Source: an optimization exercise on an open RTL-to-GDS flow (aim: small area). Production flows keep margins and buffers that such runs may drop. Only simulation tests tie the RTL to the original design; equivalence was not proved. No run shown here takes its clock network from TritonCTS; it comes from the design's own scripts or RTL. No driver is modelled on the clock port, so clock power and skew are understated where the tree is cut down; a real chip needs a root buffer or a tree. Power and IR drop assume default switching activity.

**flow/run.sh**
```bash
#!/bin/bash
# Own layout flow: the standard ORFS flow with three changes:
#  - synthesis maps the logic with an area-oriented ABC script (flow/area.abc);
#    everything else in synthesis, including flip-flop mapping, is the standard flow's own
#    synth_recipe.tcl unchanged;
#  - the port buffers are the smallest buffer cell;
#  - the clock tree is built by hand from inverters (flow/cts_hook.tcl).
# Each tool's output goes to flow_make.log here; ORFS keeps per-step logs in orfs/logs.
set -euo pipefail
W="$(cd "$(dirname "$0")/.." && pwd)"
cd "$W"
{
  echo "proc abc {args} {"
  echo "  set i [lsearch -exact \$args -script]"
  echo "  if {\$i >= 0} { lset args [expr {\$i + 1}] $W/flow/area.abc }"
  echo "  yosys abc {*}\$args -dont_use sky130_fd_sc_hd__nor4_*"
  echo "}"
  cat synth_recipe.tcl
} > area_synth.tcl
bash standard.sh finish \
  "SYNTH_SCRIPT=$W/area_synth.tcl" \
  "ADDER_MAP_FILE=" \
  "BUFFER_PORTS_ARGS=-buffer_cell sky130_fd_sc_hd__buf_1" \
  "RECOVER_POWER=100" \
  "PRE_CTS_TCL=$W/flow/cts_hook.tcl" \
  > flow_make.log 2>&1
```
**flow/area.abc**
```
strash
&get -n
&fraig -x
&put
strash
&get -n
&dch -f
&nf -R 1000
&put
```
**flow/cts_hook.tcl**
```tcl
# PRE_CTS_TCL hook: build the clock tree by hand (flow/manual_cts.tcl) from
# inverters, two levels (an even number of inversions): one root inverter on
# the clock port driving leaf inverters, each leaf driving a balanced cluster
# of flip-flops. ORFS's own clock_tree_synthesis and repair_clock_inverters
# are then skipped; the rest of cts.tcl (placement legalisation, timing
# repair) runs as usual.
set ::env(MCTS_NET) clk
set ::env(MCTS_LEAVES) 9
set ::env(MCTS_LEAF) sky130_fd_sc_hd__inv_8
set ::env(MCTS_ROOT) sky130_fd_sc_hd__inv_8
source [file join [file dirname [info script]] manual_cts.tcl]
mcts_build
set_propagated_clock [all_clocks]
proc repair_clock_inverters {args} { puts "repair_clock_inverters skipped: clock tree built by cts_hook.tcl" }
proc clock_tree_synthesis {args} { puts "clock_tree_synthesis skipped: clock tree built by cts_hook.tcl" }
```
**flow/manual_cts.tcl**
```tcl
proc mcts_split {pins n} {
  if {$n <= 1} { return [list $pins] }
  set xs {}; set ys {}
  foreach p $pins { lappend xs [lindex $p 1]; lappend ys [lindex $p 2] }
  set dx [expr {[tcl::mathfunc::max {*}$xs] - [tcl::mathfunc::min {*}$xs]}]
  set dy [expr {[tcl::mathfunc::max {*}$ys] - [tcl::mathfunc::min {*}$ys]}]
  set idx [expr {$dx >= $dy ? 1 : 2}]
  set sorted [lsort -real -index $idx $pins]
  set n1 [expr {$n / 2}]
  set k [expr {round(double([llength $pins]) * $n1 / $n)}]
  return [concat [mcts_split [lrange $sorted 0 [expr {$k - 1}]] $n1] \
                 [mcts_split [lrange $sorted $k end] [expr {$n - $n1}]]]
}
proc mcts_build {} {
  set db [ord::get_db]
  set block [ord::get_db_block]
  set clknet [$block findNet $::env(MCTS_NET)]
  set pins {}
  foreach it [$clknet getITerms] {
    set inst [$it getInst]
    set bb [$inst getBBox]
    lappend pins [list $it [expr {([$bb xMin] + [$bb xMax]) / 2.0}] [expr {([$bb yMin] + [$bb yMax]) / 2.0}]]
  }
  set nleaf $::env(MCTS_LEAVES)
  set clusters [mcts_split $pins $nleaf]
  set leafm [$db findMaster $::env(MCTS_LEAF)]
  set rootnet $clknet
  if {$::env(MCTS_ROOT) ne ""} {
    set rootm [$db findMaster $::env(MCTS_ROOT)]
    set root [odb::dbInst_create $block $rootm mcts_root]
    set rootnet [odb::dbNet_create $block mcts_clk_root]
    $rootnet setSigType CLOCK
    [$root findITerm A] connect $clknet
    [$root findITerm [expr {[$root findITerm X] ne "NULL" ? "X" : "Y"}]] connect $rootnet
  }
  set i 0; set sx 0; set sy 0
  foreach c $clusters {
    set net [odb::dbNet_create $block mcts_clk_$i]
    $net setSigType CLOCK
    set inst [odb::dbInst_create $block $leafm mcts_leaf_$i]
    set cx 0; set cy 0
    foreach p $c {
      set it [lindex $p 0]
      $it disconnect
      $it connect $net
      set cx [expr {$cx + [lindex $p 1]}]; set cy [expr {$cy + [lindex $p 2]}]
    }
    set cx [expr {int($cx / [llength $c])}]; set cy [expr {int($cy / [llength $c])}]
    $inst setLocation $cx $cy
    $inst setPlacementStatus PLACED
    [$inst findITerm A] connect $rootnet
    set out [$inst findITerm X]
    if {$out eq "NULL"} { set out [$inst findITerm Y] }
    $out connect $net
    puts "mcts leaf $i: [llength $c] sinks at $cx $cy"
    set sx [expr {$sx + $cx}]; set sy [expr {$sy + $cy}]
    incr i
  }
  if {$::env(MCTS_ROOT) ne ""} {
    $root setLocation [expr {int($sx / $i)}] [expr {int($sy / $i)}]
    $root setPlacementStatus PLACED
  }
}
```
**standard.sh**
```bash
#!/bin/bash
# synth_recipe.tcl (not shown) runs the flow's synth.tcl, then flattens the netlist and writes it again
# the make line also repeats each setting of config.mk as NAME=value (left out here)
make -C /OpenROAD-flow-scripts/flow DESIGN_CONFIG=/design/flow/config.mk WORK_HOME=/design/flow/orfs CLKGATE_MAP_FILE= SYNTH_SCRIPT=/design/flow/synth_recipe.tcl "${@:-finish}"
```
**config.mk**
```make
export PLATFORM = sky130hd
export DESIGN_NAME = pwm_hw
export DESIGN_NICKNAME = pwm_hw
export VERILOG_FILES = /design/flow/design.v
export SDC_FILE = /design/flow/constraint.sdc
export NUM_CORES = 4
export LEC_CHECK = 0
export CAP_MARGIN = 20
export CORE_MARGIN = 2
export CORE_UTILIZATION = 40
export GPL_TIMING_DRIVEN = 0
export PLACE_DENSITY = 0.6
export SETUP_SLACK_MARGIN = -0.1
export SLEW_MARGIN = 20
```
**constraint.sdc**
```tcl
create_clock -name core_clock -period 2.0 [get_ports {clk}]
set_input_delay 0.4000 -clock core_clock [delete_from_list [all_inputs] [get_ports {clk}]]
set_output_delay 0.4000 -clock core_clock [all_outputs]
set_load 0.01 [all_outputs]
```
**design.v**
```verilog
module pwm_hw(
input clk,                    
input reset,                  
input red,                    
input green,                  
input blue,                   
output [19:0] Red_High_HW,    
output [19:0] Red_Low_HW,     
output [19:0] Green_High_HW,  
output [19:0] Green_Low_HW,   
output [19:0] Blue_High_HW,   
output [19:0] Blue_Low_HW     
             );
HW_PWM Red  (.clk(clk), .reset(reset), .Colour_input(red),   .High_Count(Red_High_HW),   .Low_Count(Red_Low_HW));
HW_PWM Green(.clk(clk), .reset(reset), .Colour_input(green), .High_Count(Green_High_HW), .Low_Count(Green_Low_HW));
HW_PWM Blue (.clk(clk), .reset(reset), .Colour_input(blue),  .High_Count(Blue_High_HW),  .Low_Count(Blue_Low_HW));
endmodule
module HW_PWM(
input clk,
input reset,
input Colour_input,
output reg [19:0] High_Count,
output reg [19:0] Low_Count
            );
reg PrevPwm;
reg [19:0] Count;
wire rise = Colour_input & ~PrevPwm;
wire fall = ~Colour_input & PrevPwm;
wire run  = reset & ~(Colour_input ^ PrevPwm);    
wire ld_high   = reset & fall;
wire hold_high = reset & ~fall;
wire ld_low    = reset & rise;
wire hold_low  = reset & ~rise;
wire [19:0] c;
wire [4:0]  g;                 
wire [4:0]  p;                 
genvar j;
generate
    for (j = 0; j < 5; j = j + 1) begin : grp
        assign g[j] = &Count[4*j+3:4*j];
        assign c[4*j]   = p[j];
        assign c[4*j+1] = p[j] & Count[4*j];
        assign c[4*j+2] = p[j] & (&Count[4*j+1:4*j]);
        assign c[4*j+3] = p[j] & (&Count[4*j+2:4*j]);
    end
endgenerate
assign p[0] = 1'b1;
assign p[1] = g[0];
assign p[2] = &g[1:0];
assign p[3] = &g[2:0];
assign p[4] = &g[3:0];
always @(posedge clk) begin
    PrevPwm    <= reset & Colour_input;
    Count      <= {20{run}} & (Count ^ c);
    High_Count <= ({20{ld_high}} & Count) | ({20{hold_high}} & High_Count);
    Low_Count  <= ({20{ld_low}}  & Count) | ({20{hold_low}}  & Low_Count);
end
endmodule
```
==> flow_summary.toml, run 1 <==
[sta]
fmax_ghz = 0.5195
hold_viol_final = 0
setup_viol = 0
finalWorstPathRequiredPeriod_ns = 1.925
worst_pin_slew_ns = 0.9419
fin_skew_ns = 0.01140
slew_headroom = 0.3714
finalCritPeriodShare = 0.9625
worst_slack_ns = 0.07498
report.final.slew_viol_count = 0

[die]
die_x_um = 123.9
core_mm2 = 0.01393
initial_utilization = 0.4124
io_pins = 125
dieArea_mm2 = 0.01534
dieHeight_um = 123.9
row_count = 43

[setup_path]
timing.rr.end = "Red.Count[19]"
r2r_start = "Red.Count[1]"
crit_path_top_delay_cell = "dfxtp_1"
crit_start = "Red.Count[1]"
required_ns = 2.12
setup.worst_path.end = "Red.Count[19]"
setup.worst_path.class = "reg2reg"
worstPathArrival_ns = 2.04
r2r_cells = 6
path_max_fanout = 7
crit_path_end_kind = "flop"
worstPathCellList = "and4_2, nand4_1, nor3_2, and3_1, and3_1, nor3_1"
cp-start-kind = "flop"
crit_path_max_incr_delay_ns = 0.45
reg2reg_slack_ns = 0.07
cp_common_cell = "and3_1"

[pwr]
finalPower_mw = 5.292
ir_drop_v = 0.0004595
leakage_nw = 2.379
power_density_mw_per_mm2 = 793.9

[synth]
ys_ff_latch = 183
yosysSeqAreaShare = 0.6375
syn_avg_cell_area_um2 = 11.56
yosys_warnings = 1
netlist_area_mm2 = 0.005747
synthCells = 497
synth_cell_types = 17
syn_nets = 502

[placement]
dp_cells = 805
numPortBuffers = 124
gp_congestion = 0.7259
dpl.hpwl_um = 8826
post-place-ws_ns = -0.6959

[finish]
area_delta_synth_final_pct = 16.00
layout-drive-gt1-share = 0.05512
antennaDiodeCount = 0
nNetsFinal = 642
fin_cells = 815

[global_route]
gr-usage-all-layers = 0.1649
grt_pass1_vias = 4171
grt_pass1_wl_um = 21040
antenna_found_initial = 0
grt_max_degree = 22
grt_overflow = 0

[flow_run]
maxCapViolCount = 0

[routing]
initialDrtViolationCount = 248
drtPass1Iterations = 4
drc = 0
dr_total_vias = 4492
wl_per_cell_um = 16.30
postRouteAntennaNets = 0
wl_um = 13290
vias_per_cell = 5.512

[clock_network]
clock_latency_ns = 0.24
clk_pin_slew_worst_paths_ns = 0.11
cts_hold_buffers = 0
post-cts-setup-buffers = 0

[worst_hold_path]
min_path_type = "in2reg"

[status]
status = "timing/DRC/antenna clean"
==> kinds of logic (layout without fill, tap and decap cells) <==
| kind of cell | Yosys count | count (layout) | synth area share |
|---|---|---|---|
| DFF | 183 | 183 | 0.6375 |
| and+or+nand+nor | 128 | 128 | 0.1147 |
| xor gates and xnor gates | 4 | 4 | 0.006096 |
| AOI/OAI and AO/OA | 178 | 178 | 0.2391 |
| buffers and inverters | 4 | 142 | 0.002612 |
==> state kept, by name, indices dropped and copies added, names as in the netlist <==
register	count
Blue.High_Count	20
Red.Count	20
Green.Low_Count	20
Green.High_Count	20
Blue.PrevPwm	1
Red.PrevPwm	1
Red.High_Count	20
Green.Count	20
Red.Low_Count	20
Green.PrevPwm	1
Blue.Count	20
Blue.Low_Count	20
==> worst min-delay path by stage <==
| stage | endpoint | start | slack [ns] | depth (start not counted) |
|---|---|---|---|---|
| final | Red.PrevPwm | red | 0.41 | 3 |
| after global routing | Red.PrevPwm | red | 0.39 | 3 |
| after CTS | Red.PrevPwm | red | 0.38 | 3 |
| after detailed placement | Green.High_Count[9] | Green.High_Count[9] | 0.46 | 1 |
| after global placement | Blue.High_Count[10] | Blue.High_Count[10] | 0.46 | 1 |
| after floorplan | Blue.Count[0] | Blue.Count[0] | 0.46 | 1 |
==> what timing repair did <==
action,in CTS,in global routing
gates cloned,0,0
endpoints found under the setup margin,30,15
gates resized for setup,6,13
==> cell type report <==
| cell class | count | area, um^2 |
|---|---|---|
| Sequential cell | 183 | 3669 |
| Fill cell | 1292 | 7268 |
| Inverter | 14 | 128.9 |
| Timing Repair Buffer | 128 | 511.7 |
| Tap cell | 180 | 225.2 |
| Multi-Input combinational cell | 310 | 2132 |
==> through the flow <==
stage          hold WS [ns]  setup TNS [ns]  area [um^2]  utilization
2_1_floorplan        0.4598          -11.46         5747            -
3_3_place_gp         0.4601         -151.86         6437       0.4620
3_5_place_dp         0.4616          -27.71         6513       0.4674
4_1_cts              0.3845         -0.1438         6646       0.4770
5_1_grt              0.3884         -0.6447         6666       0.4784
6_report             0.4060               0         6666       0.4784
==> routing by layer <==
layer | vias to the layer above | share of wire | GRT usage
met4 | 0 | 0.017 | 0.02841
met2 | 114 | 0.46 | 0.2689
li1 | 2180 | - | -
met5 | - | 0 | 0
met3 | 15 | 0.059 | 0.02610
met1 | 2183 | 0.47 | 0.2341
==> layout by cell type (no fill, tap or decap), drive strengths merged, types with 10 or more instances in the layout <==
cell      n
a211oi   11
and2     15
dfxtp   183
and3     14
nor2     38
buf     126
a21oi    36
inv      10
nor3     34
a22o    120
==> synth_stat cells <==
library cell / instances / area share
and3_1: 14 / 0.015
nand3_1: 3 / 0.0026
and2_0: 15 / 0.016
clkinv_1: 4 / 0.0026
dfxtp_1: 183 / 0.64
nor2_1: 38 / 0.025
nand2b_1: 3 / 0.0033
o21bai_1: 2 / 0.0026
nand4_1: 9 / 0.0098
xnor2_1: 4 / 0.0061
nand2_1: 6 / 0.0039
o21ai_0: 9 / 0.0078
and4_1: 6 / 0.0091
a22o_1: 120 / 0.18
nor3_1: 34 / 0.030
a21oi_1: 36 / 0.031
a211oi_1: 11 / 0.014
==> worst max-delay path, delay by kind of cell (launching register included) <==
| family | cells | cell delay, ns |
|---|---|---|
| flip-flops | 1 | 0.45 |
| AND/OR/NAND/NOR | 6 | 1.34 |
==> where the power goes <==
part           internal, mW  total (mW)  switching (mW)
clock                 0.177        1.43            1.25
combinational        0.0378       0.178           0.140
sequential             3.66        3.68          0.0200
==> run 2, diff against run 1 <==
==> flow/area.abc (replaced) <==
strash
&get -n
&fraig -x
&put
strash
&get -n
&dch -f
&nf -R 100
&put
==> run 2 against run 1 <==
Compared with the run above:
- critical path depth up 1
- sequential power hardly changed
- maximum frequency down 1.2%
- sequential share of layout area hardly changed
- final area barely moved
- die area rose by 0.10%
- clock power about the same
- synthesized cell count shrank 0.40%
- largest cell class unchanged
==> flow_summary.toml, run 2 <==
[pwr]
pwr-share-comb = 0.034
switchingPower_mw = 1.388
leakage_nw = 2.367
power.internal_mw = 3.877
finalPower_mw = 5.265
p_clk_frac = 0.266
power_density_mw_per_mm2 = 790.4
seq_power_share = 0.700
swShare = 0.2636
ir_drop_v = 0.0005564

[status]
status = "timing/DRC/antenna clean"

[sta]
finalCritPeriodShare = 0.9741
report.final.slew_viol_count = 0
fmax_ghz = 0.5133
whs_ns = 0.4196
finalSetupTns_ns = 0
slew_headroom = 0.3317
finalWorstPathRequiredPeriod_ns = 1.948
fin_skew_ns = 0.01355
hold_viol_final = 0
worst_slack_ns = 0.05171
worst_pin_slew_ns = 1.001
setup_viol = 0

[global_route]
grt_pass1_wl_um = 20820
grt_pass1_vias = 4100
gr-usage-all-layers = 0.1640
grt_overflow = 0
antenna_found_initial = 1
grt_max_degree = 22

[setup_path]
crit_path_end_kind = "flop"
worstPathArrival_ns = 2.10
reg2reg_slack_ns = 0.05
worst-path-buf-inv = 0
worstPathCellList = "and4_2, and4_1, and3_1, nand3_1, nor2_2, a21oi_1, nor3_1"
setup.worst_path.class = "reg2reg"
required_ns = 2.15
crit_family = "simple AND/OR/NAND/NOR gates"
crit_path_max_incr_delay_ns = 0.45
crit_path_top_delay_cell = "dfxtp_1"
cp-start-kind = "flop"
path_max_fanout = 7

[synth]
synthTopCellsByCount = "dfxtp_1, a22o_1, nor2_1"
syn_nets = 500
yosysSeqAreaShare = 0.6368
synthArstFlopShare = 0
synthCells = 495
synth_enable_flop_cells = 0
synth_cell_types = 17
ys_ff_latch = 183
syn_avg_cell_area_um2 = 11.62
ys_top_cells_by_area = "dfxtp_1, a22o_1, nor3_1"
yosysTopAreaCell = "dfxtp_1"
yosysMostFrequentCell = "dfxtp_1"
synth-main-ff-cell = "dfxtp_1"
netlist_area_mm2 = 0.005753
yosys_warnings = 1
synth_top_area_share = 0.6368

[routing]
wl_per_cell_um = 16.49
drc = 0
initialDrtViolationCount = 229
drtPass1Iterations = 4
wl_um = 13430
dr_total_vias = 4480
postRouteAntennaNets = 0
vias_per_cell = 5.504

[finish]
seq_area_mm2 = 0.003667
area_delta_synth_final_pct = 15.79
multi_input_area_mm2 = 0.002140
fin_cells = 814
mostFrequentLayoutCell = "dfxtp_1"
final_cell_mix = "dfxtp_1, buf_1, a22o_1"
fillers = 1351
fin_util = 0.4762
layout-drive-gt1-share = 0.05521
antennaDiodeCount = 0
final_cell_area_mm2 = 0.006661
nNetsFinal = 641

[worst_hold_path]
min_path_type = "in2reg"

[die]
core_mm2 = 0.01399
dieHeight_um = 123.9
io_pins = 125
dieArea_mm2 = 0.01536
die_x_um = 123.9
initial_utilization = 0.4113
row_count = 43

[clock_network]
clock_latency_ns = 0.24
cts_hold_buffers = 0
clk_pin_slew_worst_paths_ns = 0.11

[placement]
numPortBuffers = 124
gp_congestion = 0.7009
dpl.hpwl_um = 9052
post-place-ws_ns = -0.6535
placed_cell_area_mm2 = 0.006506
dp_cells = 803

[flow_run]
maxCapViolCount = 0
[run 2: changes by cell type after synthesis, sizes merged, moves of 2 or more]
cell	before	now
o21ai	9	0
a21oi	36	31
xnor2	4	6
nor2	38	43
and2	15	13
a211oi	11	15
[run 2: layout make-up]
cell class,count,area share
Inverter,13,0.01916
Multi-Input combinational cell,309,0.3212
Sequential cell,183,0.5505
Tap cell,180,0.03381
Timing Repair Buffer,129,0.07532
[run 2: routing by layer]
metal	wire [um]	vias to the layer above	GRT usage
li1	-	2183	-
met4	125	2	0.01826
met2	6184	105	0.2764
met5	13	-	0
met3	900	11	0.03571
met1	6202	2179	0.2238
[run 2: repair_timing]
action | in CTS | in global routing
setup endpoints to repair | 57 | 33
gates resized for setup | 6 | 14
setup buffers | 0 | 1
pin swaps | 0 | 1
[run 2: cell families after synthesis]
| family | after synthesis | share of synthesized area |
|---|---|---|
| AND/OR/NAND/NOR | 133 | 0.1177 |
| XOR/XNOR | 6 | 0.009134 |
| buffers and inverters | 3 | 0.001957 |
| flip-flops | 183 | 0.6368 |
| AO/OA/AOI/OAI | 170 | 0.2345 |
[run 2: path summary, 6_finish.rpt]
kind,start,endpoint,cells after the start
setup / recovery,Green.Count[1],Green.Count[15],7
hold reg to reg,Blue.High_Count[17],Blue.High_Count[17],1
hold / removal,blue,Blue.PrevPwm,2
setup reg to reg,Green.Count[1],Green.Count[15],7
[run 2: power by group through the flow]
| stage | Combinational [mW] | Clock, mW | Sequential [mW] |
|---|---|---|---|
| after floorplan | 0.0981 | 0 | 3.76 |
| after global placement | 0.158 | 0 | 3.76 |
| after detailed placement | 0.177 | 0 | 3.76 |
| after CTS | 0.180 | 1.47 | 3.68 |
| after global routing | 0.195 | 1.60 | 3.69 |
| final | 0.179 | 1.40 | 3.68 |
==> run 3, diff against run 2 <==
==> flow/area.abc (replaced) <==
strash
&get -n
&fraig -x
&put
strash
&get -n
&dch
&nf -R 1000
&put
==> run 3 against run 2 <==
Compared with the run above:
- global-route usage up 1.2 points
- clock power hardly changed
- synthesized cell count fell by 0.20%
- worst hold slack better by 0.064 ns
- core utilization grew 0.58 points
- sequential power about the same
- largest cell class unchanged
==> flow_summary.toml, run 3 <==
[status]
status = "timing/DRC/antenna clean"

[clock_network]
clock_latency_ns = 0.24
cts_hold_buffers = 0
clk_pin_slew_worst_paths_ns = 0.10

[synth]
synth_enable_flop_cells = 0
yosys_warnings = 1
netlist_area_mm2 = 0.005756
yosysMostFrequentCell = "dfxtp_1"
ys_ff_latch = 183
synth_top_area_share = 0.6365
synthTopCellsByCount = "dfxtp_1, a22o_1, nor2_1"
syn_avg_cell_area_um2 = 11.65
yosysTopAreaCell = "dfxtp_1"
synth-main-ff-cell = "dfxtp_1"
ys_top_cells_by_area = "dfxtp_1, a22o_1, nor3_1"
synthArstFlopShare = 0
syn_nets = 499
synthCells = 494
yosysSeqAreaShare = 0.6365
synth_cell_types = 17

[die]
io_pins = 125
die_x_um = 124.0
dieArea_mm2 = 0.01536
dieHeight_um = 124.0
initial_utilization = 0.4114
row_count = 43
core_mm2 = 0.01399

[routing]
dr_total_vias = 4553
initialDrtViolationCount = 285
vias_per_cell = 5.552
wl_um = 14240
wl_per_cell_um = 17.36
postRouteAntennaNets = 0
drc = 0
drtPass1Iterations = 5

[pwr]
leakage_nw = 2.378
ir_drop_v = 0.0005631
seq_power_share = 0.695
power_density_mw_per_mm2 = 786.4
swShare = 0.2673
power.internal_mw = 3.885
pwr-share-comb = 0.038
p_clk_frac = 0.267
finalPower_mw = 5.303
switchingPower_mw = 1.417

[worst_hold_path]
holdPathStages = 3
min_to = "Blue.PrevPwm"
min_from = "blue"
min_path_type = "in2reg"

[setup_path]
cp-start-kind = "input port"
crit_path_end_kind = "flop"
path_max_fanout = 20
reg2reg_slack_ns = 0.08
setup.worst_path.class = "in2reg"
r2r_cells = 8
timing.rr.end = "Green.Count[15]"
worstPathArrival_ns = 2.09
r2r_start = "Green.Count[0]"
required_ns = 2.17

[finish]
mostFrequentLayoutCell = "dfxtp_1"
antennaDiodeCount = 0
layout-drive-gt1-share = 0.07500
area_delta_synth_final_pct = 17.15
final_cell_area_mm2 = 0.006743
final_cell_mix = "dfxtp_1, buf_1, a22o_1"
fin_cells = 820
nNetsFinal = 647
fin_util = 0.4820

[sta]
finalCritPeriodShare = 0.9590
setup_viol = 0
report.final.slew_viol_count = 0
finalSetupTns_ns = 0
slew_headroom = 0.4103
worst_slack_ns = 0.08208
worst_pin_slew_ns = 0.8846
fin_skew_ns = 0.008591
finalWorstPathRequiredPeriod_ns = 1.918
fmax_ghz = 0.5214
hold_viol_final = 0
whs_ns = 0.4841

[placement]
dp_cells = 801
numPortBuffers = 124
placed_cell_area_mm2 = 0.006506
gp_congestion = 0.7090
post-place-ws_ns = -1.189
dpl.hpwl_um = 8889

[global_route]
gr-usage-all-layers = 0.1758
busiest_layer = "met2"
grt_max_degree = 22
antenna_found_initial = 0
grt_overflow = 0
grt_pass1_vias = 4205
use_met1 = 0.2445
grt_pass1_wl_um = 22010
gr-usage-met2 = 0.2984
met3_usage = 0.02701

[flow_run]
maxCapViolCount = 0
## run 3: per-layer routing
| layer | wire (um) | vias to the layer above | part of all wire |
|---|---|---|---|
| met5 | 0 | - | 0 |
| met4 | 210 | 0 | 0.015 |
| met3 | 917 | 16 | 0.064 |
| met2 | 6545 | 123 | 0.46 |
| met1 | 6564 | 2225 | 0.46 |
| li1 | - | 2189 | - |
## run 3: what timing repair did
action,CTS,global route
gates cloned,3,0
gates resized for setup,10,19
buffers inserted,0,6
setup endpoints to repair,60,29
## run 3: worst max path at each step
stage	from	end	slack [ns]
floorplan	reset	Blue.Count[14]	0.04
global placement	reset	Blue.Count[14]	-1.02
detailed placement	reset	Blue.Count[14]	-1.19
CTS	Red.Count[0]	Red.Count[15]	-0.08
global route	Green.Count[0]	Green.Count[15]	-0.09
finish	reset	Red.Count[14]	0.08
## run 3: critical path, stage by stage
cell and delay (ns):
clkbuf_1 0.25, clkinv_2 0.32, a21oi_4 0.23, nand2_1 0.42, o21bai_1 0.33, a21oi_1 0.13
## run 3: power by group through the flow
| stage | sequential (mW) | combinational [mW] | clock [mW] |
|---|---|---|---|
| final | 3.68 | 0.201 | 1.42 |
| after global routing | 3.69 | 0.217 | 1.60 |
| after CTS | 3.68 | 0.196 | 1.49 |
| after detailed placement | 3.76 | 0.173 | 0 |
| after global placement | 3.76 | 0.160 | 0 |
| after floorplan | 3.76 | 0.0989 | 0 |
## run 3: layout make-up
class | count | area (um^2)
timing repair buffer | 133 | 545.5
inverter | 14 | 128.9
fill | 1309 | 7246
sequential | 183 | 3674
multi-input combinational | 310 | 2170
tap | 180 | 225.2
## run 3: kinds of logic after synthesis
family / after synthesis / synth area share
AOI/OAI and AO/OA: 165 / 0.2285
xor gates and xnor gates: 11 / 0.01674
buffers and inverters: 4 / 0.002608
DFF: 183 / 0.6365
and+or+nand+nor: 131 / 0.1156
==> run 4, diff against run 3 <==
==> flow/area.abc (replaced) <==
strash
&get -n
&fraig -x
&put
strash
&get -n
&dch -f
&nf -R 1000
&put
--- a/flow/cts_hook.tcl
+++ b/flow/cts_hook.tcl
@@ -5,8 +5,8 @@
 # are then skipped; the rest of cts.tcl (placement legalisation, timing
 # repair) runs as usual.
 set ::env(MCTS_NET) clk
-set ::env(MCTS_LEAVES) 9
-set ::env(MCTS_LEAF) sky130_fd_sc_hd__inv_8
+set ::env(MCTS_LEAVES) 6
+set ::env(MCTS_LEAF) sky130_fd_sc_hd__inv_12
 set ::env(MCTS_ROOT) sky130_fd_sc_hd__inv_8
 source [file join [file dirname [info script]] manual_cts.tcl]
 mcts_build
==> run 4 against run 3 <==
Compared with the run above:
- setup slack gained 0.0088 ns
- global-route usage shrank 1.3 points
- synthesized cell count grew 0.61%
- sequential power is essentially flat
- power shrank 1.0%
- register-to-register slack is essentially flat
- clock skew grew 0.0050 ns
- worst hold slack lost 0.083 ns
- critical path depth grew 1
- flip-flop and latch count is the same
- critical endpoint is now Green.Count[15]
- largest power group unchanged
==> flow_summary.toml, run 4 <==
[sta]
report.final.slew_viol_count = 0
hold_viol_final = 0
finalWorstPathRequiredPeriod_ns = 1.909
slew_headroom = 0.3800
worst_slack_ns = 0.09086
setup_viol = 0
fin_skew_ns = 0.01364
fmax_ghz = 0.5238
worst_pin_slew_ns = 0.9289
finalCritPeriodShare = 0.9546

[global_route]
grt_max_degree = 32
grt_overflow = 0
gr-usage-all-layers = 0.1629
grt_pass1_vias = 4124
antenna_found_initial = 0
grt_pass1_wl_um = 20790

[setup_path]
crit_family = "simple AND/OR/NAND/NOR gates"
crit_path_max_incr_delay_ns = 0.45
path_depth = 7
r2r_cells = 7
cp-start-kind = "flop"
worstPathArrival_ns = 2.07
worstPathCellList = "and4_2, and4_1, and3_1, nand3_1, nor2_2, a21oi_1, nor3_1"
crit_path_end_kind = "flop"
required_ns = 2.17
crit_path_top_delay_cell = "dfxtp_1"
worst-path-buf-inv = 0
setup.worst_path.class = "reg2reg"
path_max_fanout = 7

[finish]
multi_input_area_mm2 = 0.002135
final_cell_mix = "dfxtp_1, buf_1, a22o_1"
final_cell_area_mm2 = 0.006665
mostFrequentLayoutCell = "dfxtp_1"
layout-drive-gt1-share = 0.05222
nNetsFinal = 639
seq_area_mm2 = 0.003669
area_delta_synth_final_pct = 15.98
fillers = 1293
antennaDiodeCount = 0

[synth]
syn_avg_cell_area_um2 = 11.56
synthArstFlopShare = 0
yosysSeqAreaShare = 0.6375
syn_nets = 502
yosys_warnings = 1
synth_enable_flop_cells = 0
synth_top_area_share = 0.6375
yosysMostFrequentCell = "dfxtp_1"
synthCells = 497
synth_cell_types = 17
synthTopCellsByCount = "dfxtp_1, a22o_1, nor2_1"
yosysTopAreaCell = "dfxtp_1"
ys_top_cells_by_area = "dfxtp_1, a22o_1, a21oi_1"
netlist_area_mm2 = 0.005747
synth-main-ff-cell = "dfxtp_1"
ys_ff_latch = 183

[routing]
dr_total_vias = 4461
postRouteAntennaNets = 0
wl_per_cell_um = 16.21
initialDrtViolationCount = 190
vias_per_cell = 5.494
drc = 0
wl_um = 13160
drtPass1Iterations = 4

[pwr]
leakage_nw = 2.369
ir_drop_v = 0.0004848
power_density_mw_per_mm2 = 787.5

[worst_hold_path]
min_path_type = "in2reg"
holdPathStages = 3

[status]
status = "timing/DRC/antenna clean"

[flow_run]
maxCapViolCount = 0

[placement]
gp_congestion = 0.7259
numPortBuffers = 124
post-place-ws_ns = -0.6959
placed_cell_area_mm2 = 0.006513
dpl.hpwl_um = 8826

[die]
io_pins = 125
die_x_um = 123.9
core_mm2 = 0.01393
initial_utilization = 0.4124
dieArea_mm2 = 0.01534
dieHeight_um = 123.9
row_count = 43

[clock_network]
clk_pin_slew_worst_paths_ns = 0.12
clock_latency_ns = 0.24
post-cts-setup-buffers = 0
[run 4: cell count changes after synthesis, moves of 2 or more]
cell and delta:
nor2_1 -5, and3_1 +2, o21ai_0 +9, xnor2_1 -7, a21oi_1 +6
[run 4: path summary, 6_finish.rpt]
path                     start                end  slack (ns)
min reg2reg  Blue.Low_Count[6]  Blue.Low_Count[6]        0.49
max             Green.Count[1]    Green.Count[15]        0.09
max reg2reg     Green.Count[1]    Green.Count[15]        0.09
min                        red        Red.PrevPwm        0.40
[run 4: what timing repair did]
item                                    CTS  global route
endpoints found under the setup margin   30            16
hold buffers                              0             0
pin swaps                                 0             0
gates resized for setup                   6            14
[run 4: final cells by class]
cell class / instances / area share
well taps: 180 / 0.03379
inverters: 11 / 0.01877
multi-input cells: 310 / 0.3203
repair buffers: 128 / 0.07678
flip-flops and latches: 183 / 0.5504
[run 4: logic make-up after synthesis]
group	synth area share
DFF	0.6375
AOI/OAI and AO/OA	0.2391
xor gates and xnor gates	0.006096
and+or+nand+nor	0.1147
buffers and inverters	0.002612
[run 4: worst register-to-register path, delay by kind of cell, from the launching register on]
kind               cells  cell delay (ns)
and+or+nand+nor        6             1.31
DFF                    1             0.45
AOI/OAI and AO/OA      1             0.09
[run 4: metrics by stage]
stage / util / setup TNS, ns / cells / power [mW] / hold slack [ns]
floorplan: - / -11.46 / 497 / 3.856 / 0.4598
global placement: 0.4620 / -151.86 / 801 / 3.916 / 0.4601
detailed placement: 0.4674 / -27.71 / 805 / 3.940 / 0.4616
CTS: 0.4767 / -0.1855 / 812 / 5.325 / 0.3828
global route: 0.4783 / -0.4963 / 812 / 5.455 / 0.3853
finish: 0.4783 / 0 / 812 / 5.249 / 0.4014
[run 4: power by group]
| part | switching [mW] | leakage [nW] | internal [mW] | total (mW) |
|---|---|---|---|---|
| Clock | 1.21 | 0.0498 | 0.175 | 1.39 |
| Combinational | 0.140 | 0.842 | 0.0378 | 0.178 |
| Sequential | 0.0202 | 1.48 | 3.66 | 3.68 |
| Total | 1.37 | 2.37 | 3.88 | 5.25 |
[run 4: routing by layer]
layer | vias to the layer above | global-route usage | part of all wire
li1 | 2177 | - | -
met1 | 2168 | 0.2286 | 0.47
met2 | 104 | 0.2716 | 0.46
met3 | 12 | 0.02564 | 0.057
met4 | 0 | 0.02273 | 0.015
met5 | - | 0 | 0
==> run 5, diff against run 4 <==
--- a/flow/run.sh
+++ b/flow/run.sh
@@ -13,7 +13,7 @@
   echo "proc abc {args} {"
   echo "  set i [lsearch -exact \$args -script]"
   echo "  if {\$i >= 0} { lset args [expr {\$i + 1}] $W/flow/area.abc }"
-  echo "  yosys abc {*}\$args -dont_use sky130_fd_sc_hd__nor4_*"
+  echo "  yosys abc {*}\$args -dont_use sky130_fd_sc_hd__nor4_* -dont_use sky130_fd_sc_hd__or4_* -dont_use sky130_fd_sc_hd__nor4b_* -dont_use sky130_fd_sc_hd__or4b_*"
   echo "}"
   cat synth_recipe.tcl
 } > area_synth.tcl
--- a/flow/cts_hook.tcl
+++ b/flow/cts_hook.tcl
@@ -5,8 +5,8 @@
 # are then skipped; the rest of cts.tcl (placement legalisation, timing
 # repair) runs as usual.
 set ::env(MCTS_NET) clk
-set ::env(MCTS_LEAVES) 6
-set ::env(MCTS_LEAF) sky130_fd_sc_hd__inv_12
+set ::env(MCTS_LEAVES) 9
+set ::env(MCTS_LEAF) sky130_fd_sc_hd__inv_8
 set ::env(MCTS_ROOT) sky130_fd_sc_hd__inv_8
 source [file join [file dirname [info script]] manual_cts.tcl]
 mcts_build
==> run 5 against run 4 <==
Compared with the run above:
- still clean on timing, DRC and antenna
- flip-flop and latch count unchanged
- final area hardly changed
- worst hold slack improved by 0.0047 ns
- sequential power barely moved
- largest cell class unchanged
- largest power group unchanged
==> flow_summary.toml, run 5 <==
[status]
status = "timing/DRC/antenna clean"

[synth]
ys_ff_latch = 183
yosysTopAreaCell = "dfxtp_1"
synthTopCellsByCount = "dfxtp_1, a22o_1, nor2_1"
netlist_area_mm2 = 0.005747
synth_cell_types = 17
synth-main-ff-cell = "dfxtp_1"
yosys_warnings = 1
synth_top_area_share = 0.6375
syn_avg_cell_area_um2 = 11.56
synth_enable_flop_cells = 0
synthCells = 497
yosysMostFrequentCell = "dfxtp_1"
synthArstFlopShare = 0
yosysSeqAreaShare = 0.6375
ys_top_cells_by_area = "dfxtp_1, a22o_1, a21oi_1"
syn_nets = 502

[sta]
finalCritPeriodShare = 0.9625
worst_pin_slew_ns = 0.9419
slew_headroom = 0.3714
finalWorstPathRequiredPeriod_ns = 1.925
report.final.slew_viol_count = 0
fmax_ghz = 0.5195
setup_viol = 0
finalSetupTns_ns = 0
fin_skew_ns = 0.01140
hold_viol_final = 0

[worst_hold_path]
min_from = "red"
min_path_type = "in2reg"

[clock_network]
cts_hold_buffers = 0
clk_pin_slew_worst_paths_ns = 0.11
clock_latency_ns = 0.24
cts_resized = 6
post-cts-setup-buffers = 0

[routing]
drtPass1Iterations = 4
initialDrtViolationCount = 248
wl_um = 13290
drc = 0
postRouteAntennaNets = 0
dr_total_vias = 4492
vias_per_cell = 5.512
wl_per_cell_um = 16.30

[setup_path]
crit_path_end_kind = "flop"
cp-start-kind = "flop"
required_ns = 2.12
r2r_start = "Red.Count[1]"
path_max_fanout = 7
reg2reg_slack_ns = 0.07
worstPathArrival_ns = 2.04
setup.worst_path.class = "reg2reg"
crit_start = "Red.Count[1]"

[finish]
antennaDiodeCount = 0
final_cell_mix = "dfxtp_1, buf_1, a22o_1"
mostFrequentLayoutCell = "dfxtp_1"
area_delta_synth_final_pct = 16.00
layout-drive-gt1-share = 0.05512
nNetsFinal = 642

[flow_run]
maxCapViolCount = 0

[pwr]
power_density_mw_per_mm2 = 793.9
ir_drop_v = 0.0004595
finalPower_mw = 5.292
leakage_nw = 2.379

[die]
die_x_um = 123.9
dieArea_mm2 = 0.01534
io_pins = 125
dieHeight_um = 123.9
row_count = 43
initial_utilization = 0.4124
core_mm2 = 0.01393

[global_route]
grt_overflow = 0
grt_pass1_vias = 4171
grt_max_degree = 22
antenna_found_initial = 0
gr-usage-all-layers = 0.1649
grt_pass1_wl_um = 21040

[placement]
numPortBuffers = 124
dpl.hpwl_um = 8826
gp_congestion = 0.7259
-- run 5: cell counts after synthesis --
Identical to the previous run, type by type.
-- run 5: path summary, 6_finish.rpt --
kind	end	cells past startpoint
max	Red.Count[19]	6
min	Red.PrevPwm	3
max reg2reg	Red.Count[19]	6
min reg2reg	Green.High_Count[3]	1
-- run 5: final cells by class --
class / instances / area, um^2
flip-flops and latches: 183 / 3669
inverters: 14 / 128.9
repair buffers: 128 / 511.7
fillers: 1292 / 7268
well taps: 180 / 225.2
multi-input cells: 310 / 2132
-- run 5: per-layer routing --
layer,wire (um),up-vias,global-route usage
met4,228,0,0.02841
met3,780,15,0.02610
met5,0,-,0
met1,6209,2183,0.2341
li1,-,2180,-
met2,6069,114,0.2689
-- run 5: critical path, stage by stage, from the launching register on --
cell,delay [ns]
dfxtp_1,0.45
and4_2,0.34
nand4_1,0.19
nor3_2,0.31
and3_1,0.28
and3_1,0.18
nor3_1,0.04
-- run 5: cells by family after synthesis --
family | Yosys count | share of synthesized area
flops | 183 | 0.6375
buf+inv | 4 | 0.002612
xor+xnor | 4 | 0.006096
simple gates | 128 | 0.1147
compound gates | 178 | 0.2391
-- run 5: power by group --
part           switching (mW)  internal (mW)  total [mW]
sequential             0.0200           3.66        3.68
combinational           0.140         0.0378       0.178
clock                    1.25          0.177        1.43
total                    1.41           3.88        5.29
-- run 5: stage by stage --
step | instance area (um^2) | std cells | utilization | hold WS [ns] | worst slack (ns)
final | 6666 | 815 | 0.4784 | 0.4060 | 0.07498
after global routing | 6666 | 815 | 0.4784 | 0.3884 | -0.09204
after global placement | 6437 | 801 | 0.4620 | 0.4601 | -1.674
after detailed placement | 6513 | 805 | 0.4674 | 0.4616 | -0.6959
after CTS | 6646 | 815 | 0.4770 | 0.3845 | -0.05191
after floorplan | 5747 | 497 | - | 0.4598 | -0.3607
==> run 6, diff against run 5 <==
--- a/flow/run.sh
+++ b/flow/run.sh
@@ -13,7 +13,7 @@
   echo "proc abc {args} {"
   echo "  set i [lsearch -exact \$args -script]"
   echo "  if {\$i >= 0} { lset args [expr {\$i + 1}] $W/flow/area.abc }"
-  echo "  yosys abc {*}\$args -dont_use sky130_fd_sc_hd__nor4_* -dont_use sky130_fd_sc_hd__or4_* -dont_use sky130_fd_sc_hd__nor4b_* -dont_use sky130_fd_sc_hd__or4b_*"
+  echo "  yosys abc {*}\$args -dont_use sky130_fd_sc_hd__nor4_*"
   echo "}"
   cat synth_recipe.tcl
 } > area_synth.tcl
--- a/config.mk
+++ b/config.mk
@@ -7,8 +7,8 @@
 export LEC_CHECK = 0
 export CAP_MARGIN = 20
 export CORE_MARGIN = 2
-export CORE_UTILIZATION = 40
+export CORE_UTILIZATION = 55
 export GPL_TIMING_DRIVEN = 0
-export PLACE_DENSITY = 0.6
+export PLACE_DENSITY = 0.7
 export SETUP_SLACK_MARGIN = -0.1
 export SLEW_MARGIN = 20
==> run 6 against run 5 <==
Compared with the run above:
- sequential share of layout area grew 0.52 points
- register-to-register slack barely moved
- sequential power barely moved
- critical path depth grew 1
- setup slack got worse by 0.0041 ns
- synthesized cell count is the same
- core utilization increased by 17 points
- area after synthesis stayed put
- worst hold slack got worse by 0.012 ns
- combinational power about the same
- final area shrank 0.94%
- cell count shrank 5.4%
- critical endpoint is now Green.Count[15]
- highest routed layer unchanged
==> flow_summary.toml, run 6 <==
[clock_network]
clock_latency_ns = 0.23
cts_hold_buffers = 0
clk_pin_slew_worst_paths_ns = 0.11

[setup_path]
worstPathArrival_ns = 2.09
cp-start-kind = "flop"
timing.rr.end = "Green.Count[15]"
crit_path_end_kind = "flop"
required_ns = 2.16
path_depth = 7
path_max_fanout = 7
r2r_start = "Green.Count[2]"
r2r_cells = 7
worstPathCellList = "and4_2, and4_1, and3_1, nand3_1, nor2_1, a21oi_1, nor3_1"
crit_path_max_incr_delay_ns = 0.40
reg2reg_slack_ns = 0.07
setup.worst_path.end = "Green.Count[15]"
worst-path-buf-inv = 0
crit_path_top_delay_cell = "dfxtp_1"
crit_start = "Green.Count[2]"
setup.worst_path.class = "reg2reg"
crit_family = "simple AND/OR/NAND/NOR gates"

[synth]
synthArstFlopShare = 0
ys_top_cells_by_area = "dfxtp_1, a22o_1, a21oi_1"
syn_nets = 502
synth_enable_flop_cells = 0
syn_avg_cell_area_um2 = 11.56
yosysMostFrequentCell = "dfxtp_1"
ys_ff_latch = 183
netlist_area_mm2 = 0.005747
synth_cell_types = 17
synthTopCellsByCount = "dfxtp_1, a22o_1, nor2_1"
yosysTopAreaCell = "dfxtp_1"
synthCells = 497
synth-main-ff-cell = "dfxtp_1"
synth_top_area_share = 0.6375
yosysSeqAreaShare = 0.6375
yosys_warnings = 1

[sta]
finalWorstPathRequiredPeriod_ns = 1.929
fmax_ghz = 0.5184
worst_pin_slew_ns = 0.9421
setup_viol = 0
worst_slack_ns = 0.07088
slew_headroom = 0.3712
finalCritPeriodShare = 0.9646
report.final.slew_viol_count = 0
fin_skew_ns = 0.01060
hold_viol_final = 0

[die]
dieHeight_um = 106.2
dieArea_mm2 = 0.01128
die_x_um = 106.2
initial_utilization = 0.5617
row_count = 37
io_pins = 125
core_mm2 = 0.01023

[placement]
dpl.hpwl_um = 8406
placed_cell_area_mm2 = 0.006435
post-place-ws_ns = -0.6395
gp_congestion = 0.7457
numPortBuffers = 124

[routing]
dr_total_vias = 4450
wl_per_cell_um = 15.95
postRouteAntennaNets = 0
vias_per_cell = 5.772
wl_um = 12300
initialDrtViolationCount = 149
drtPass1Iterations = 4
drc = 0

[pwr]
seq_power_share = 0.704
ir_drop_v = 0.0004618
leakage_nw = 2.375
switchingPower_mw = 1.351
pwr-share-comb = 0.034
swShare = 0.2584
power.internal_mw = 3.878
power_density_mw_per_mm2 = 791.7
p_clk_frac = 0.262

[global_route]
grt_max_degree = 22
antenna_found_initial = 0
gr-usage-all-layers = 0.2070
grt_overflow = 0
grt_pass1_vias = 4049
grt_pass1_wl_um = 19860

[status]
status = "timing/DRC/antenna clean"

[finish]
area_delta_synth_final_pct = 14.91
antennaDiodeCount = 0
layout-drive-gt1-share = 0.05354
final_cell_area_mm2 = 0.006604
nNetsFinal = 642
mostFrequentLayoutCell = "dfxtp_1"
fillers = 861
final_cell_mix = "dfxtp_1, buf_1, a22o_1"
seq_area_mm2 = 0.003669
multi_input_area_mm2 = 0.002131

[flow_run]
maxCapViolCount = 0

[worst_hold_path]
min_path_type = "in2reg"
## run 6: changes by cell type in the layout (fill, tap and decap cells not counted), sizes merged
cell | before | now
clkbuf | 2 | 0
buf | 126 | 128
## run 6: worst register-to-register path, stage by stage, from the launching register on
cell and delay, ns:
dfxtp_1 0.40, and4_2 0.32, and4_1 0.31, and3_1 0.29
nand3_1 0.11, nor2_1 0.22, a21oi_1 0.11, nor3_1 0.12
## run 6: power groups by stage
stage               logic (mW)  clock network [mW]  registers (mW)
finish                   0.177                1.37            3.68
global route             0.193                1.55            3.69
CTS                      0.173                1.42            3.68
detailed placement       0.170                   0            3.76
global placement         0.154                   0            3.76
floorplan               0.0960                   0            3.76
## run 6: final cells by class
cell class	instances	share of cell area
inverters	14	0.01933
repair buffers	128	0.07673
multi-input cells	310	0.3227
well taps	136	0.02577
flip-flops and latches	183	0.5555
## run 6: metal layers
layer  GRT usage  part of all wire  vias to the layer above
li1            -                 -                     2197
met1      0.2836              0.46                     2115
met2      0.3567              0.46                      121
met3     0.03004             0.059                       17
met4     0.03008             0.016                        0
met5           0                 0                        -
## run 6: per-stage QoR
stage	util	power (mW)	cells	setup TNS [ns]	hold WS, ns
CTS	0.6409	5.271	770	-0.9342	0.3888
global route	0.6455	5.433	771	-2.559	0.3950
finish	0.6455	5.228	771	0	0.3945
global placement	0.6238	3.915	757	-139.35	0.4590
floorplan	-	3.856	497	-11.46	0.4598
detailed placement	0.6290	3.933	760	-20.12	0.4635
## run 6: how the worst min path moves through the flow
| stage | from | endpoint | cells past startpoint |
|---|---|---|---|
| after global placement | Red.Low_Count[3] | Red.Low_Count[3] | 1 |
| after CTS | green | Green.PrevPwm | 3 |
| after floorplan | Blue.Count[0] | Blue.Count[0] | 1 |
| after detailed placement | Red.High_Count[12] | Red.High_Count[12] | 1 |
| final | green | Green.PrevPwm | 3 |
| after global routing | green | Green.PrevPwm | 3 |
## run 6: logic make-up (layout without fill, tap and decap cells)
group,after synthesis,count (layout),share of synthesized area
xor+xnor,4,4,0.006096
flops,183,183,0.6375
compound gates,178,178,0.2391
buf+inv,4,142,0.002612
simple gates,128,128,0.1147
## run 6: repair_timing
| action | 4_1_cts | 5_1_grt |
|---|---|---|
| resized for setup | 2 | 15 |
| setup buffers | 0 | 1 |
| endpoints found under the setup margin | 20 | 50 |
| pin swaps | 0 | 0 |
==> run 7, diff against run 6 <==
--- a/config.mk
+++ b/config.mk
@@ -9,6 +9,6 @@
 export CORE_MARGIN = 2
 export CORE_UTILIZATION = 55
 export GPL_TIMING_DRIVEN = 0
-export PLACE_DENSITY = 0.7
-export SETUP_SLACK_MARGIN = -0.1
+export PLACE_DENSITY = 0.7000000000000001
+export SETUP_SLACK_MARGIN = -0.05
 export SLEW_MARGIN = 20
==> run 7 against run 6 <==
Compared with the run above:
- first-iteration DRC count increased by 9.4%
- wire length rose by 0.77%
- final area decreased by 0.11%
- still clean on timing, DRC and antenna
- sequential power about the same
- core utilization shrank 0.073 points
- via count about the same
- largest cell class unchanged
- setup slack gained 0.052 ns
- highest routed layer unchanged
- combinational power shrank 2%
- flip-flop and latch count unchanged
- sequential share of layout area up 0.082 points
==> flow_summary.toml, run 7 <==
[status]
status = "timing/DRC/antenna clean"

[clock_network]
clock_latency_ns = 0.23
clk_pin_slew_worst_paths_ns = 0.11
post-cts-setup-buffers = 0

[finish]
antennaDiodeCount = 0
area_delta_synth_final_pct = 14.78
mostFrequentLayoutCell = "dfxtp_1"
layout-drive-gt1-share = 0.05836
fin_cells = 770
final_cell_mix = "dfxtp_1, buf_1, a22o_1"
nNetsFinal = 641
fillers = 858
final_cell_area_mm2 = 0.006596

[sta]
worst_pin_slew_ns = 0.9458
setup_viol = 0
finalWorstPathRequiredPeriod_ns = 1.877
slew_headroom = 0.3688
finalCritPeriodShare = 0.9384
fmax_ghz = 0.5328
hold_viol_final = 0
fin_skew_ns = 0.01415
report.final.slew_viol_count = 0
finalSetupTns_ns = 0

[pwr]
finalPower_mw = 5.234
leakage_nw = 2.370
ir_drop_v = 0.0004635
power_density_mw_per_mm2 = 793.5

[setup_path]
setup.worst_path.end = "Red.Count[15]"
crit_path_end_kind = "flop"
worstPathArrival_ns = 2.03
r2r_start = "Red.Count[1]"
reg2reg_slack_ns = 0.12
crit_start = "Red.Count[1]"
path_max_fanout = 7
r2r_cells = 7
cp-start-kind = "flop"
required_ns = 2.15
timing.rr.end = "Red.Count[15]"
setup.worst_path.class = "reg2reg"

[die]
die_x_um = 106.2
io_pins = 125
dieArea_mm2 = 0.01128
initial_utilization = 0.5617
row_count = 37
core_mm2 = 0.01023
dieHeight_um = 106.2

[placement]
placed_cell_area_mm2 = 0.006435
dpl.hpwl_um = 8406
numPortBuffers = 124
dp_cells = 760
gp_congestion = 0.7457

[routing]
wl_um = 12390
drtPass1Iterations = 4
drc = 0
postRouteAntennaNets = 0
dr_total_vias = 4454
initialDrtViolationCount = 163
wl_per_cell_um = 16.10
vias_per_cell = 5.784

[synth]
synthTopCellsByCount = "dfxtp_1, a22o_1, nor2_1"
ys_ff_latch = 183
yosysMostFrequentCell = "dfxtp_1"
synth_cell_types = 17
netlist_area_mm2 = 0.005747
yosysSeqAreaShare = 0.6375
yosys_warnings = 1
syn_nets = 502
synth_enable_flop_cells = 0
synth-main-ff-cell = "dfxtp_1"
synthCells = 497
syn_avg_cell_area_um2 = 11.56
synth_top_area_share = 0.6375
yosysTopAreaCell = "dfxtp_1"
ys_top_cells_by_area = "dfxtp_1, a22o_1, a21oi_1"
synthArstFlopShare = 0

[flow_run]
maxCapViolCount = 0

[global_route]
grt_pass1_vias = 4058
antenna_found_initial = 0
grt_pass1_wl_um = 19900
grt_max_degree = 22
grt_overflow = 0
gr-usage-all-layers = 0.2076

[worst_hold_path]
min_path_type = "in2reg"
==> run 7: per-layer routing <==
layer / track usage / part of all wire
met4: 0.03008 / 0.016
met3: 0.03004 / 0.061
met1: 0.2852 / 0.46
met2: 0.3567 / 0.47
met5: 0 / 0
==> run 7: power breakdown <==
part	total (mW)	leakage, nW	switching (mW)	internal [mW]
combinational	0.173	0.832	0.138	0.0354
sequential	3.68	1.48	0.0196	3.66
clock	1.38	0.0605	1.20	0.177
total	5.23	2.37	1.36	3.87
==> run 7: worst max-delay path, cell delays in order, from the launching register on <==
cell and delay (ns):
dfxtp_1 0.43, and4_2 0.31, and4_1 0.30, and3_1 0.26, nand3_1 0.13, nor2_2 0.16, a21oi_1 0.09, nor3_1 0.12
==> run 7: cell families after synthesis <==
kind of cell              share of synthesized area
DFF                                          0.6375
xor gates and xnor gates                   0.006096
buffers and inverters                      0.002612
and+or+nand+nor                              0.1147
AOI/OAI and AO/OA                            0.2391
==> run 7: repair_timing <==
item	4_1_cts	5_1_grt
pin swaps	0	0
hold buffers	0	0
endpoints found under the setup margin	23	15
resized for setup	7	13
==> run 7: worst min path at each step <==
stage / startpoint / end / slack, ns / depth (start not counted)
after CTS: green / Green.PrevPwm / 0.39 / 3
after floorplan: Blue.Count[0] / Blue.Count[0] / 0.46 / 1
after global routing: green / Green.PrevPwm / 0.40 / 3
after global placement: Red.Low_Count[3] / Red.Low_Count[3] / 0.46 / 1
final: green / Green.PrevPwm / 0.39 / 3
after detailed placement: Red.High_Count[12] / Red.High_Count[12] / 0.46 / 1
==> run 7: area by class of cell <==
cell class	count	area (um^2)	share of cell area
flip-flops and latches	183	3670	0.5563
multi-input cells	310	2135	0.3236
repair buffers	127	493.0	0.07473
well taps	136	170.2	0.02580
inverters	14	128.9	0.01954
==> run 7: metrics by stage <==
step / setup WS [ns] / utilization / hold slack (ns)
final: 0.1232 / 0.6447 / 0.3906
after global routing: -0.03555 / 0.6447 / 0.3950
after CTS: -0.03042 / 0.6430 / 0.3888
after detailed placement: -0.6395 / 0.6290 / 0.4635
after global placement: -1.661 / 0.6238 / 0.4590
after floorplan: -0.3607 / - / 0.4598
==> run 8, diff against run 7 <==
--- a/config.mk
+++ b/config.mk
@@ -7,8 +7,8 @@
 export LEC_CHECK = 0
 export CAP_MARGIN = 20
 export CORE_MARGIN = 2
-export CORE_UTILIZATION = 55
+export CORE_UTILIZATION = 50
 export GPL_TIMING_DRIVEN = 0
-export PLACE_DENSITY = 0.7000000000000001
-export SETUP_SLACK_MARGIN = -0.05
+export PLACE_DENSITY = 0.65
+export SETUP_SLACK_MARGIN = -0.08
 export SLEW_MARGIN = 20
==> run 8 against run 7 <==
Compared with the run above:
- cell count grew 1.4%
- worst hold slack better by 0.040 ns
- critical path type unchanged
- core utilization shrank 5.8 points
==> flow_summary.toml, run 8 <==
[setup_path]
cp-start-kind = "flop"
setup.worst_path.end = "Green.Count[19]"
r2r_start = "Green.Count[1]"
path_max_fanout = 7
crit_path_end_kind = "flop"
worstPathArrival_ns = 2.05
timing.rr.end = "Green.Count[19]"
r2r_cells = 6
setup.worst_path.class = "reg2reg"
reg2reg_slack_ns = 0.06
crit_start = "Green.Count[1]"
required_ns = 2.11

[finish]
nNetsFinal = 645
antennaDiodeCount = 0
layout-drive-gt1-share = 0.05799
final_cell_mix = "dfxtp_1, buf_1, a22o_1"
final_cell_area_mm2 = 0.006644
fillers = 1044
mostFrequentLayoutCell = "dfxtp_1"
area_delta_synth_final_pct = 15.61

[synth]
synth_enable_flop_cells = 0
synthTopCellsByCount = "dfxtp_1, a22o_1, nor2_1"
netlist_area_mm2 = 0.005747
ys_ff_latch = 183
synth_cell_types = 17
ys_top_cells_by_area = "dfxtp_1, a22o_1, a21oi_1"
synthArstFlopShare = 0
synth-main-ff-cell = "dfxtp_1"
syn_avg_cell_area_um2 = 11.56
yosysTopAreaCell = "dfxtp_1"
synth_top_area_share = 0.6375
syn_nets = 502
yosysSeqAreaShare = 0.6375
synthCells = 497
yosys_warnings = 1
yosysMostFrequentCell = "dfxtp_1"

[routing]
wl_per_cell_um = 16.18
postRouteAntennaNets = 0
drtPass1Iterations = 4
initialDrtViolationCount = 171
dr_total_vias = 4424
drc = 0
wl_um = 12640
vias_per_cell = 5.665

[sta]
hold_viol_final = 0
setup_viol = 0
finalSetupTns_ns = 0
worst_pin_slew_ns = 0.9033
slew_headroom = 0.3971
finalWorstPathRequiredPeriod_ns = 1.940
fmax_ghz = 0.5155
report.final.slew_viol_count = 0
fin_skew_ns = 0.008314
finalCritPeriodShare = 0.9699

[global_route]
grt_pass1_vias = 4123
antenna_found_initial = 0
gr-usage-all-layers = 0.1911
grt_max_degree = 22
grt_overflow = 0
grt_pass1_wl_um = 20610

[die]
initial_utilization = 0.5076
row_count = 39
dieArea_mm2 = 0.01237
die_x_um = 111.2
core_mm2 = 0.01132
io_pins = 125
dieHeight_um = 111.2

[clock_network]
cts_hold_buffers = 0
clock_latency_ns = 0.24
clk_pin_slew_worst_paths_ns = 0.10

[placement]
numPortBuffers = 124
dpl.hpwl_um = 8540
placed_cell_area_mm2 = 0.006459
gp_congestion = 0.7316

[pwr]
leakage_nw = 2.391
power_density_mw_per_mm2 = 793.2
ir_drop_v = 0.0005577
finalPower_mw = 5.270

[flow_run]
maxCapViolCount = 0

[status]
status = "timing/DRC/antenna clean"

[worst_hold_path]
min_path_type = "in2reg"
-- run 8: cell types whose count changed in the layout (fill, tap and decap cells not counted), sizes merged --
cell	previous run	this run
clkinvlp	0	1
buf	125	129
clkinv	4	3
-- run 8: per-stage QoR --
step | utilization | hold WS, ns | cells | worst slack [ns]
floorplan | - | 0.4598 | 497 | -0.3607
global placement | 0.5645 | 0.4593 | 764 | -1.684
detailed placement | 0.5705 | 0.4647 | 768 | -0.6591
CTS | 0.5816 | 0.3900 | 778 | -0.1868
global route | 0.5869 | 0.4447 | 781 | -0.06477
finish | 0.5869 | 0.4302 | 781 | 0.06012
-- run 8: where the power goes --
group | switching, mW | total (mW) | internal, mW
clock network | 1.22 | 1.40 | 0.177
logic | 0.141 | 0.185 | 0.0443
registers | 0.0205 | 3.68 | 3.66
-- run 8: area by class of cell --
cell class,count,area (um^2),area share
multi-input cells,310,2135,0.3213
repair buffers,131,530.5,0.07985
well taps,143,178.9,0.02693
inverters,14,131.4,0.01977
flip-flops and latches,183,3669,0.5522
-- run 8: what timing repair did --
item                                    in CTS  in global routing
setup buffers                                0                  3
resized for setup                            3                 16
endpoints found under the setup margin      49                 58
gates cloned                                 0                  0
-- run 8: cells by family (layout without fill, tap and decap cells) --
kind of cell / after synthesis / count (layout) / synth area share
buf+inv: 4 / 145 / 0.002612
compound gates: 178 / 178 / 0.2391
simple gates: 128 / 128 / 0.1147
xor+xnor: 4 / 4 / 0.006096
flops: 183 / 183 / 0.6375
-- run 8: how the worst min path moves through the flow --
stage,slack (ns),endpoint,startpoint,cells past startpoint
finish,0.43,Red.PrevPwm,red,3
global route,0.44,Green.PrevPwm,green,3
CTS,0.39,Red.PrevPwm,red,3
detailed placement,0.46,Red.High_Count[17],Red.High_Count[17],1
global placement,0.46,Blue.High_Count[6],Blue.High_Count[6],1
floorplan,0.46,Blue.Count[0],Blue.Count[0],1
-- run 8: metal layers --
layer	GRT usage	up-vias	wire, um
met3	0.02023	23	602
met5	0	-	0
met4	0.04280	0	272
met2	0.3154	106	5765
met1	0.2730	2100	5994
li1	-	2195	-
-- run 8: critical path, stage by stage, from the launching register on --
cell and delay (ns):
dfxtp_1 0.44, and4_2 0.32, nand4_1 0.16, nor3_1 0.38, and3_1 0.30, and3_1 0.17
nor3_1 0.04
==> run 9, diff against run 8 <==
--- a/flow/run.sh
+++ b/flow/run.sh
@@ -20,7 +20,8 @@
 bash standard.sh finish \
   "SYNTH_SCRIPT=$W/area_synth.tcl" \
   "ADDER_MAP_FILE=" \
-  "BUFFER_PORTS_ARGS=-buffer_cell sky130_fd_sc_hd__buf_1" \
+  "BUFFER_PORTS_ARGS=-outputs -buffer_cell sky130_fd_sc_hd__buf_1" \
+  "PRE_GLOBAL_PLACE_TCL=$W/flow/place_hook.tcl" \
   "RECOVER_POWER=100" \
   "PRE_CTS_TCL=$W/flow/cts_hook.tcl" \
   > flow_make.log 2>&1
==> flow/place_hook.tcl (new file) <==
# PRE_GLOBAL_PLACE_TCL hook: buffer the input ports with buf_2 here; ORFS's own
# buffer_ports call that follows buffers the output ports (BUFFER_PORTS_ARGS).
buffer_ports -inputs -buffer_cell sky130_fd_sc_hd__buf_2
--- a/config.mk
+++ b/config.mk
@@ -7,8 +7,8 @@
 export LEC_CHECK = 0
 export CAP_MARGIN = 20
 export CORE_MARGIN = 2
-export CORE_UTILIZATION = 50
+export CORE_UTILIZATION = 40
 export GPL_TIMING_DRIVEN = 0
-export PLACE_DENSITY = 0.65
-export SETUP_SLACK_MARGIN = -0.08
+export PLACE_DENSITY = 0.6
+export SETUP_SLACK_MARGIN = -0.1
 export SLEW_MARGIN = 20
==> run 9 against run 8 <==
Compared with the run above:
- power shrank 0.10%
- die area rose by 24%
- clock skew is 0.0022 ns lower
- wire length is 2.9% higher
- critical path depth stayed put
- cell count is 4.4% higher
- clock power hardly changed
- sequential power barely moved
- setup slack about the same
- via count grew 0.38%
- critical endpoint is now Red.Count[19]
==> flow_summary.toml, run 9 <==
[finish]
mostFrequentLayoutCell = "dfxtp_1"
multi_input_area_mm2 = 0.002136
antennaDiodeCount = 0
nNetsFinal = 642
area_delta_synth_final_pct = 16.24
seq_area_mm2 = 0.003669
fin_cells = 815
fillers = 1323
final_cell_area_mm2 = 0.006680
layout-drive-gt1-share = 0.05984
final_cell_mix = "dfxtp_1, a22o_1, buf_1"

[setup_path]
setup.worst_path.class = "reg2reg"
setup.worst_path.end = "Red.Count[19]"
path_max_fanout = 7
crit_start = "Red.Count[1]"
crit_path_max_incr_delay_ns = 0.45
cp-start-kind = "flop"
timing.rr.end = "Red.Count[19]"
crit_path_end_kind = "flop"
reg2reg_slack_ns = 0.06
r2r_start = "Red.Count[1]"
r2r_cells = 6
worstPathArrival_ns = 2.06
crit_path_top_delay_cell = "dfxtp_1"
worstPathCellList = "and4_4, nand4_1, nor3_1, and3_1, and3_1, nor3_1"
required_ns = 2.12

[sta]
worst_pin_slew_ns = 0.8993
finalSetupTns_ns = 0
fmax_ghz = 0.5154
hold_viol_final = 0
slew_headroom = 0.3998
finalWorstPathRequiredPeriod_ns = 1.940
finalCritPeriodShare = 0.9700
whs_ns = 0.4178
fin_skew_ns = 0.006068
report.final.slew_viol_count = 0
setup_viol = 0

[die]
initial_utilization = 0.4124
io_pins = 125
dieArea_mm2 = 0.01534
row_count = 43
core_mm2 = 0.01393
dieHeight_um = 123.9
die_x_um = 123.9

[pwr]
power.internal_mw = 3.881
power_density_mw_per_mm2 = 788.1
seq_power_share = 0.700
ir_drop_v = 0.0005086
switchingPower_mw = 1.383
p_clk_frac = 0.266
swShare = 0.2627
pwr-share-comb = 0.034
leakage_nw = 2.406
finalPower_mw = 5.264

[synth]
synth_top_area_share = 0.6375
synthArstFlopShare = 0
yosys_warnings = 1
ys_ff_latch = 183
synth_enable_flop_cells = 0
synthCells = 497
synth-main-ff-cell = "dfxtp_1"
yosysSeqAreaShare = 0.6375
yosysMostFrequentCell = "dfxtp_1"
syn_nets = 502
netlist_area_mm2 = 0.005747
ys_top_cells_by_area = "dfxtp_1, a22o_1, a21oi_1"
syn_avg_cell_area_um2 = 11.56
yosysTopAreaCell = "dfxtp_1"
synthTopCellsByCount = "dfxtp_1, a22o_1, nor2_1"
synth_cell_types = 17

[routing]
postRouteAntennaNets = 0
wl_per_cell_um = 15.95
initialDrtViolationCount = 210
vias_per_cell = 5.449
drtPass1Iterations = 4
drc = 0
dr_total_vias = 4441
wl_um = 13000

[flow_run]
maxCapViolCount = 0

[global_route]
grt_overflow = 0
grt_pass1_vias = 4159
antenna_found_initial = 1
gr-usage-all-layers = 0.1634
grt_pass1_wl_um = 21000
grt_max_degree = 22

[clock_network]
post-cts-setup-buffers = 0
clock_latency_ns = 0.24
clk_pin_slew_worst_paths_ns = 0.10
cts_hold_buffers = 0

[placement]
dp_cells = 805
dpl.hpwl_um = 8851
numPortBuffers = 124
placed_cell_area_mm2 = 0.006514
gp_congestion = 0.7237

[status]
status = "timing/DRC/antenna clean"

[worst_hold_path]
min_path_type = "in2reg"
## run 9: what timing repair did
| item | CTS | global route |
|---|---|---|
| endpoints found under the hold margin | 0 | 0 |
| gates resized for setup | 2 | 16 |
| cloned | 0 | 0 |
| setup endpoints to repair | 17 | 23 |
| pin swaps | 0 | 0 |
## run 9: metal layers
metal / wire (um) / vias up / global-route usage
met5: 0 / - / 0
met1: 5982 / 2144 / 0.2216
met3: 757 / 11 / 0.02930
li1: - / 2185 / -
met2: 6107 / 101 / 0.2792
met4: 155 / 0 / 0.02202
## run 9: power groups by stage
stage	Combinational, mW	Sequential [mW]	Clock, mW
floorplan	0.0960	3.76	0
global placement	0.157	3.76	0
detailed placement	0.177	3.76	0
CTS	0.179	3.68	1.48
global route	0.199	3.69	1.60
finish	0.181	3.68	1.40
## run 9: critical path: cells and delay by family (launching register included)
kind / cells / cell delay, ns
simple gates: 6 / 1.36
flops: 1 / 0.45
## run 9: metrics by stage
stage               utilization  setup WS, ns
floorplan                     -       -0.3607
global placement         0.4623        -1.532
detailed placement       0.4675       -0.5294
CTS                      0.4763      -0.06692
global route             0.4794       -0.1065
finish                   0.4794       0.05994
## run 9: final cells by class
| cell class | count | share of cell area |
|---|---|---|
| repair buffers | 128 | 0.07829 |
| inverters | 14 | 0.01910 |
| multi-input cells | 310 | 0.3197 |
| well taps | 180 | 0.03371 |
| flip-flops and latches | 183 | 0.5492 |
## run 9: kinds of logic after synthesis
| family | count (synthesis) | share of synthesized area |
|---|---|---|
| and+or+nand+nor | 128 | 0.1147 |
| AOI/OAI and AO/OA | 178 | 0.2391 |
| xor gates and xnor gates | 4 | 0.006096 |
| DFF | 183 | 0.6375 |
| buffers and inverters | 4 | 0.002612 |
## run 9: worst min path at each step
stage | from | to | slack (ns) | cells after the start
final | red | Red.PrevPwm | 0.42 | 3
after floorplan | Blue.Count[0] | Blue.Count[0] | 0.46 | 1
after CTS | red | Red.PrevPwm | 0.40 | 3
after global placement | Blue.High_Count[17] | Blue.High_Count[17] | 0.46 | 1
after global routing | red | Red.PrevPwm | 0.41 | 3
after detailed placement | Green.High_Count[15] | Green.High_Count[15] | 0.46 | 1

==> afterwards: timing with drivers on the ports <==
The flow's constraints put no driver on any port. The routed layouts listed below were extracted and timed again, unchanged, in two steps.
Step 1 (the two cells are an assumption about what drives the block):
set clk [get_ports {clk}]
set_driving_cell -lib_cell sky130_fd_sc_hd__clkbuf_16 $clk
set_driving_cell -lib_cell sky130_fd_sc_hd__buf_2 [delete_from_list [all_inputs] $clk]
Step 2 adds t to the input delays and takes it off the output delays; t is the mean of the earliest and latest rising clock arrival at the registers after step 1. Input paths then give back, and output paths get back, about the clock's delay inside the block.
Slacks: no drivers / after step 1 / after step 2; pairs: no drivers / after step 1.
| run | t (ns) | slack for setup (ns) | worst setup path after step 2 | worst register clock-pin slew, ns | cell pins on the clock port's net |
|---|---|---|---|---|---|
| run 1 | 0.293 | 0.075 / 0.075 / -0.156 | input to register | 0.11 / 0.11 | 1 |
| run 2 | 0.286 | 0.052 / 0.052 / -0.204 | input to register | 0.11 / 0.11 | 1 |
| run 3 | 0.283 | 0.082 / 0.084 / -0.194 | input to register | 0.11 / 0.11 | 1 |
| run 4 | 0.285 | 0.091 / 0.091 / -0.189 | input to register | 0.12 / 0.12 | 1 |
| run 5 | 0.293 | 0.075 / 0.075 / -0.156 | input to register | 0.11 / 0.11 | 1 |
| run 6 | 0.276 | 0.071 / 0.071 / -0.164 | input to register | 0.11 / 0.11 | 1 |
| run 7 | 0.278 | 0.123 / 0.123 / -0.133 | input to register | 0.11 / 0.11 | 1 |
| run 8 | 0.289 | 0.060 / 0.060 / -0.135 | input to register | 0.10 / 0.10 | 1 |
| run 9 | 0.288 | 0.060 / 0.060 / -0.226 | input to register | 0.10 / 0.10 | 1 |
With both steps, setup timing fails in every run listed, where it was met with ideal ports. The setup slack of run 9, which loses most, moves by 0.000 ns with the drivers and by -0.286 ns with both steps.
